What follows belongs to an exercise in optimizing a design on an open flow for small area, a short achievable clock period and few clock cycles; a production flow would make more cautious choices.
Only simulation tests tie the RTL to the original design; equivalence was not proved.
Power and IR drop assume default switching activity.

==> flow/run.sh <==
#!/bin/bash
# synth_recipe.tcl (not shown) runs the flow's synth.tcl, then flattens the netlist and writes it again
# the make line also repeats each setting of config.mk as NAME=value (left out here)
make -C /OpenROAD-flow-scripts/flow DESIGN_CONFIG=/design/flow/config.mk WORK_HOME=/design/flow/orfs CLKGATE_MAP_FILE= SYNTH_SCRIPT=/design/flow/synth_recipe.tcl finish
==> flow/constraint.sdc <==
create_clock -name core_clock -period 4.0 [get_ports {aclk}]
set_input_delay 0.8000 -clock core_clock [delete_from_list [all_inputs] [get_ports {aclk}]]
set_output_delay 0.8000 -clock core_clock [all_outputs]
set_load 0.01 [all_outputs]
==> flow/design.v <==
module axi_data_width_upsizer #(
	parameter		DATA_WIDTH_FROM		= 8,
	parameter		DATA_WIDTH_TO		= 64,
	parameter byte  TID_WIDTH			= 1,
	parameter byte	TDEST_WIDTH			= 1,
	parameter byte	TUSER_WIDTH			= 1,
	parameter bit	TID_EN				= 0,
	parameter bit	TDEST_EN			= 0,
	parameter bit	TUSER_EN			= 0
)(
	input logic								aclk,
	input logic								areset_n,
	output logic		    					s_axis_tready,
	input logic									s_axis_tvalid,
	input logic		[DATA_WIDTH_FROM - 1:0]		s_axis_tdata,
	input logic		[DATA_WIDTH_FROM / 8 - 1:0] s_axis_tkeep,
	input logic									s_axis_tlast,
	input logic		[TID_WIDTH - 1:0]			s_axis_tid,
	input logic		[TDEST_WIDTH - 1:0]			s_axis_tdest,
	input logic		[TUSER_WIDTH - 1:0]			s_axis_tuser,
	input logic									m_axis_tready,
	output logic								m_axis_tvalid,
	output logic	[DATA_WIDTH_TO - 1:0]		m_axis_tdata,
	output logic	[DATA_WIDTH_TO / 8 - 1:0]	m_axis_tkeep,
	output logic								m_axis_tlast,
	output logic	[TID_WIDTH - 1:0]			m_axis_tid,
	output logic	[TDEST_WIDTH - 1:0]			m_axis_tdest,
	output logic	[TUSER_WIDTH - 1:0]			m_axis_tuser
);
localparam COUNT = DATA_WIDTH_TO / DATA_WIDTH_FROM;
logic [DATA_WIDTH_TO - 1:0]		data_out;
logic [DATA_WIDTH_TO / 8 - 1:0] data_out_keep;
logic							data_out_last;
logic [$clog2(COUNT):0]			counter;
logic							m_hs;
logic [$clog2(COUNT):0]			wr_idx;
assign m_axis_tlast = data_out_last;
assign s_axis_tready = !(((counter == COUNT) || data_out_last) && !m_axis_tready);
assign m_hs = m_axis_tvalid && m_axis_tready;
assign wr_idx = m_hs ? '0 : counter;
always_ff @(posedge aclk) begin
	if (!areset_n) 
		data_out <= '0;
	else if (s_axis_tready && s_axis_tvalid)
		data_out[wr_idx * DATA_WIDTH_FROM +: DATA_WIDTH_FROM] <= s_axis_tdata;
end
always_ff @(posedge aclk) begin
	if (!areset_n)
		data_out_keep <= '0;
	else if (s_axis_tready && s_axis_tvalid)
		data_out_keep[wr_idx * (DATA_WIDTH_FROM / 8) +: (DATA_WIDTH_FROM / 8)] <= s_axis_tkeep;
end
always_ff @(posedge aclk) begin
	if (!areset_n)
		data_out_last <= 1'b0;
	else if (s_axis_tready && s_axis_tvalid)
		data_out_last <= s_axis_tlast;
	else if (m_hs)
		data_out_last <= 1'b0;
end
always_comb begin
	m_axis_tvalid = 1'b0;
	if (counter == COUNT)
		m_axis_tvalid = 1'b1;
	else if (data_out_last)
		m_axis_tvalid  = 1'b1;
	else 
		m_axis_tvalid = 1'b0;
end
always_comb begin
	m_axis_tdata = '0;
	if (counter == COUNT) 
		m_axis_tdata = data_out;
	else if (data_out_last) begin
		m_axis_tdata = data_out;
		for (int i = 0; i < DATA_WIDTH_TO / DATA_WIDTH_FROM; ++i) begin 
			if (i >= counter)
				m_axis_tdata[i * DATA_WIDTH_FROM +: DATA_WIDTH_FROM] = '0;
		end
	end
end
always_comb begin
	m_axis_tkeep = 'b0;
	if (counter == COUNT)
		m_axis_tkeep = data_out_keep;
	else if (data_out_last) begin
		m_axis_tkeep = data_out_keep;
		for (int i = 0; i < DATA_WIDTH_TO / DATA_WIDTH_FROM; ++i) begin 
			if (i >= counter)
				m_axis_tkeep[i * (DATA_WIDTH_FROM / 8) +: (DATA_WIDTH_FROM / 8)] = 'b0;
		end
	end
end
always_ff @(posedge aclk) begin
	if (!areset_n)
		counter <= '0;
	else begin
		if (counter == COUNT && m_axis_tready) begin
			if (s_axis_tready && s_axis_tvalid)
				counter <= 'b1;
			else
				counter <= '0;
		end
		else if (data_out_last && m_axis_tready) begin
			if (s_axis_tready && s_axis_tvalid)
				counter <= 'b1;
			else
				counter <= '0;
		end
		else begin 
			if (s_axis_tready && s_axis_tvalid) 
				counter <= counter + 1;
		end
	end
end
always_ff @(posedge aclk) begin
	if (!areset_n)
		m_axis_tuser <= '0;
	else if (TUSER_EN)
		m_axis_tuser <= s_axis_tuser;
end
always_ff @(posedge aclk) begin
	if (!areset_n)
		m_axis_tid <= 'b0;
	else if (TID_EN)
		m_axis_tid <= s_axis_tid;
end
always_ff @(posedge aclk) begin
	if (!areset_n)
		m_axis_tdest <= 'b0;
	else if (TDEST_EN)
		m_axis_tdest <= s_axis_tdest;
end
endmodule
module axi_data_width_converter_top #(
	parameter		SLAVE_DATA_WIDTH	= 32,
	parameter		MASTER_DATA_WIDTH	= 256,
	parameter byte	TID_WIDTH			= 1, 
	parameter byte	TDEST_WIDTH			= 1,
	parameter byte	TUSER_WIDTH			= 1,
	parameter bit	TID_EN				= 0,
	parameter bit	TDEST_EN			= 0,
	parameter bit	TUSER_EN			= 0
)(
	input logic aclk,
	input logic areset_n,
	output	logic								s_axis_tready,
	input	logic								s_axis_tvalid,
	input	logic [SLAVE_DATA_WIDTH - 1:0]		s_axis_tdata,
	input	logic [SLAVE_DATA_WIDTH / 8 - 1:0]	s_axis_tkeep,
	input	logic								s_axis_tlast,
	input	logic [TID_WIDTH - 1:0]				s_axis_tid,
	input	logic [TDEST_WIDTH - 1:0]			s_axis_tdest,
	input	logic [TUSER_WIDTH - 1:0]			s_axis_tuser,
	input	logic								m_axis_tready,
	output	logic								m_axis_tvalid,
	output	logic [MASTER_DATA_WIDTH - 1:0]		m_axis_tdata,
	output	logic [MASTER_DATA_WIDTH / 8 - 1:0]	m_axis_tkeep,
	output	logic								m_axis_tlast,
	output	logic [TID_WIDTH - 1:0]				m_axis_tid,
	output	logic [TDEST_WIDTH - 1:0]			m_axis_tdest,
	output	logic [TUSER_WIDTH - 1:0]			m_axis_tuser
);
logic [SLAVE_DATA_WIDTH - 1:0]		reg_s_axis_tdata;
logic [SLAVE_DATA_WIDTH / 8 - 1:0]	reg_s_axis_tkeep;
logic [MASTER_DATA_WIDTH - 1:0]		reg_m_axis_tdata;
logic [MASTER_DATA_WIDTH / 8 - 1:0] reg_m_axis_tkeep;
logic reg_m_axis_tvalid;
logic reg_m_axis_tready;
logic reg_m_axis_tlast;
logic reg_s_axis_tready;
logic reg_s_axis_tvalid;
logic reg_s_axis_tlast;
assign s_axis_tready = reg_s_axis_tready || !reg_s_axis_tvalid;
assign reg_m_axis_tready = m_axis_tready || !m_axis_tvalid;
always_ff @(posedge aclk) begin
	if (!areset_n) begin 
		reg_s_axis_tvalid <= 'b0;
		reg_s_axis_tdata <= 'b0;
		reg_s_axis_tkeep <= 'b0;
		reg_s_axis_tlast <= 'b0;
	end
	else if (s_axis_tready) begin 
		reg_s_axis_tvalid <= s_axis_tvalid;
		reg_s_axis_tdata <= s_axis_tdata;
		reg_s_axis_tkeep <= s_axis_tkeep;
		reg_s_axis_tlast <= s_axis_tlast;
	end
end
always_ff @(posedge aclk) begin
	if (!areset_n) begin
		m_axis_tvalid <= 'b0;
		m_axis_tdata <= 'b0;
		m_axis_tkeep <= 'b0;
		m_axis_tlast <= 'b0;
	end
	else if (m_axis_tready || !m_axis_tvalid) begin 
		m_axis_tvalid <= reg_m_axis_tvalid;
		m_axis_tdata <= reg_m_axis_tdata;
		m_axis_tkeep <= reg_m_axis_tkeep;
		m_axis_tlast <= reg_m_axis_tlast;
	end
end
axi_data_width_upsizer #(
		.DATA_WIDTH_FROM(SLAVE_DATA_WIDTH),
		.DATA_WIDTH_TO(MASTER_DATA_WIDTH),
		.TID_WIDTH(TID_WIDTH),
		.TDEST_WIDTH(TDEST_WIDTH),
		.TUSER_WIDTH(TUSER_WIDTH),
		.TID_EN(TID_EN),
		.TDEST_EN(TDEST_EN),
		.TUSER_EN(TUSER_EN)
	) upsizer(
		.aclk(aclk),
		.areset_n(areset_n),
		.s_axis_tid(s_axis_tid),
		.s_axis_tdest(s_axis_tdest),
		.s_axis_tuser(s_axis_tuser),
		.m_axis_tid(m_axis_tid),
		.m_axis_tdest(m_axis_tdest),
		.m_axis_tuser(m_axis_tuser),
		.s_axis_tready(reg_s_axis_tready),
		.s_axis_tvalid(reg_s_axis_tvalid),
		.s_axis_tdata(reg_s_axis_tdata),
		.s_axis_tkeep(reg_s_axis_tkeep),
		.s_axis_tlast(reg_s_axis_tlast),
		.m_axis_tready(reg_m_axis_tready),
		.m_axis_tvalid(reg_m_axis_tvalid),
		.m_axis_tdata(reg_m_axis_tdata),
		.m_axis_tkeep(reg_m_axis_tkeep),
		.m_axis_tlast(reg_m_axis_tlast)
	);
endmodule
==> flow/config.mk <==
export PLATFORM = sky130hd
export DESIGN_NAME = axi_data_width_converter_top
export DESIGN_NICKNAME = axi_data_width_converter_top
export VERILOG_FILES = /design/flow/design.v
export SDC_FILE = /design/flow/constraint.sdc
export NUM_CORES = 4
export LEC_CHECK = 0
export CAP_MARGIN = 20
export CORE_MARGIN = 2
export CORE_UTILIZATION = 40
export SLEW_MARGIN = 20
==> results.txt <==
Fmax = 265 MHz
R2r startpoint = upsizer.counter[0]
Flop pwr share = 0.493
Global-route wire length before repair = 98000 µm
# DRC = 0
Rows = 86
Commonest non-fill, non-tap cell in the layout = dfxtp_1
Via count = 16.8k
Area delta synth->final = 26.6%
Switching share of total power = 0.214
Initial core utilization = 0.406
Tot Pwr = 12.7 mW
Worst Setup Start Kind = flip-flop
Share of post-route cells with drive strength above 1 = 0.0651
Comb pwr share = 0.027
DP Cell Count = 3168
Initial antenna violation count = 0
Setup Total Neg Slack = 0 ns
Leak Pwr = 9.39 nW
Crit path buf inv count = 3
# hold bufs at CTS = 0
DR pass1 iterations = 5
WHS Path Cells = 2
Yosys warnings = 2
Die width = 241 µm
Gr usage total = 0.224
Crit Path Class = flip-flop to output pin
Post-CTS Resized = 0
Critical-path maximum fanout = 10
Final Cell Area = 28400 µm²
Hold/Removal Path Class = flip-flop to flip-flop
Worst hold margin = 0.456 ns
Synth unique cells = 46
CTS tree = yes
Met2 routed WL = 30400 µm
CTS buffer count = 66
Synth top area share = 0.554
Clock tree sinks = 621
Pin count of the biggest net entering global routing = 172
Power density cells = 448 nW/µm²
Die Y = 241 µm
Status = no timing/DRC/antenna violations
Clock Pin Slew Worst Setup and Hold Paths = 0.06 ns
RSZ-0062 raised after global routing = false
Final HPWL DP = 42700 µm
Fin cells = 3283
Core area = 55300 µm²
Tcrit/Tclk final = 0.942
Seq/Total Area, Yosys = 0.554
Tmin final = 3.77 ns
Min-Delay Endpoint = upsizer.data_out_keep[10]
Critical path arrival = 2.97 ns
WL/cell = 20.3 µm
Post-synthesis area per instance = 9.97 µm²
Number of diodes = 0
Synth Register Bits = 621
Worst setup EP type = output pin
Largest stage delay, worst path = 0.56 ns
Max_cap viols = 0
Area of the mapped netlist = 22400 µm²
Most used cell, CP = inv_1
# port buffers = 331
Syn Inst Count = 2251
Ys flop type = dfxtp_1
Clock Path Buffers = 3
Required @ worst endpoint = 3.20 ns
Reg2reg setup slack = 0.56 ns
Worst setup margin = 0.232 ns
Worst Hold Launch = upsizer.data_out_keep[10]
Number of setup violations in the final report = 0
DR iter-0 viols = 1070
Max-slew violations = 0
DRT Wirelength = 66600 µm
Switching pwr = 2.73 mW
Global route overflow = 0
Rel. slew slack = 0.380
Slew at the pin with the worst max-slew slack = 0.930 ns
Final core occ = 0.514
I/O pin cnt = 338
GPL Wtd Cong = 0.773
Root Buffer = clkbuf_16
Area contributors post-synth = dfxtp_1, nor2b_1, a22oi_1, mux2i_1, nand2_1
Vias in the first global route = 15.9k
Via density = 5.12
Critical-path top delay cell = clkdlybuf4s50_1
Final #Nets = 2537
Area leader, netlist = dfxtp_1
Post-CTS Setup Repair Bufs = 0
Latest clock arrival within the worst-skew pair = 0.59 ns
Placed instance area = 26300 µm²
Internal power = 10.0 mW
Met3 wire length = 4270 µm
Setup WS pre-CTS = 0.195 ns
H-tree level count = 3
Critical Path, Cell by Cell = inv_1 > ha_1 > and3b_1 > or2_4 > and3_2 > inv_1 > clkdlybuf4s50_1
Fill count = 5013
Die ar. = 58000 µm²
Number of flops mapped to enable cells by yosys = 0
Worst VDD drop = 0.295 mV
Async S/R FF share, synth = 0
Met1 WL = 30400 µm
Top sig layer = met4
Most frequent cells in the layout = dfxtp_1, nor2b_1, clkdlybuf4s50_1
ANT nets after route = 0
Delay-heaviest family, CP = simple AND/OR/NAND/NOR gates
Setup skew after layout = 0.0245 ns
Final count of hold timing violations = 0
FF-to-FF End = upsizer.data_out[148]
Clock power share = 0.480
Reg2Reg Depth = 12
==> synth_stat cells (8+ instances only) <==
cell type,count
a21boi_0,40
a22oi_1,288
buf_1,11
buf_2,16
buf_4,14
buf_6,19
clkbuf_1,137
dfxtp_1,621
inv_1,8
mux2i_1,144
nand2_1,228
nand3_1,147
nor2_1,12
nor2b_1,364
o21ai_0,113
o21ai_1,30
o21ai_2,10
==> worst max path at each step <==
stage / startpoint / endpoint / cells past startpoint
finish: upsizer.counter[0] / s_axis_tready / 7
global placement: m_axis_tready / upsizer.data_out[153] / 11
detailed placement: m_axis_tready / upsizer.data_out[80] / 11
CTS: upsizer.counter[0] / s_axis_tready / 7
global route: upsizer.counter[0] / s_axis_tready / 7
floorplan: upsizer.counter[0] / upsizer.data_out[140] / 15
==> power groups by stage <==
stage          Clock (mW)  Combinational (mW)  Sequential [mW]
2_1_floorplan           0               0.229             6.38
3_3_place_gp            0               0.339             6.42
3_5_place_dp            0               0.345             6.42
4_1_cts              6.24               0.345             6.28
5_1_grt              6.52               0.370             6.28
6_report             6.12               0.342             6.28
==> kinds of logic (layout without fill, tap and decap cells) <==
logic type | after synthesis | in the layout | synth area share
simple gates | 770 | 770 | 0.182
flops | 621 | 621 | 0.554
compound gates | 502 | 502 | 0.153
buf+inv | 208 | 490 | 0.0445
mux | 144 | 144 | 0.0642
fa+ha+maj | 5 | 5 | 0.00279
other cells | 1 | 3 | 0.000167
==> metal layers <==
layer	global-route usage	vias to the layer above
met5	0	-
met4	0.0670	0
met3	0.0586	81
met2	0.354	392
met1	0.300	8062
li1	-	8271
==> registers in the layout, summed over array words and instances, names as in the netlist <==
signal / flops
upsizer.data_out_keep: 32
upsizer.data_out: 256
m_axis_tvalid: 1
m_axis_tkeep: 32
m_axis_tdata: 256
reg_s_axis_tvalid: 1
m_axis_tlast: 1
upsizer.data_out_last: 1
reg_s_axis_tkeep: 4
reg_s_axis_tlast: 1
reg_s_axis_tdata: 32
upsizer.counter: 4
==> final cells by class <==
cell class                 instances  area [µm²]  area share
clock buffer                      99        1970      0.0693
inverter                           8        30.0     0.00106
multi-input combinational       1424        9130       0.321
tap                              748         936      0.0329
timing repair buffer             367        3730       0.131
sequential                       621       12400       0.437
clock inverter                    16         195     0.00687
==> worst reg2reg max path: stages, from the launching register on <==
cell,delay [ns]
dfxtp_1,0.53
inv_1,0.12
ha_1,0.24
and3b_1,0.29
o21ai_2,0.24
nand2_1,0.09
ha_1,0.35
nand2b_1,0.17
nor4b_1,0.29
nand3_1,0.14
nor3_2,0.29
buf_4,0.36
mux2i_1,0.24
Testbench counts, summed over its fixed seeds: cycles 19,333.

[re-timing with driven ports]
Ports are ideal in the flow. The routed layout listed here was re-timed in OpenROAD. Step 1 sets driving cells, clkbuf_16 on the clock port and buf_2 on the other inputs (assumed; they add their load-dependent delay and slew). Step 2 adds t to the input delays and takes it off the output delays; t is the mean of the earliest and latest rising clock arrival at the registers after step 1. Input paths then give back, and output paths get back, about the clock's delay inside the block. a / b / c = ideal ports / drivers / drivers and shift; a / b = the first two.
shift t [ns]: 0.641
setup slack, ns: 0.232 / 0.172 / 0.162
latest minus earliest clock arrival (ns): 0.024 / 0.025
worst slew at a driven data input, ns: 0.06
After both steps this run still meets setup and hold. The setup slack of this run moves by -0.060 ns with the drivers and by -0.070 ns with both steps.
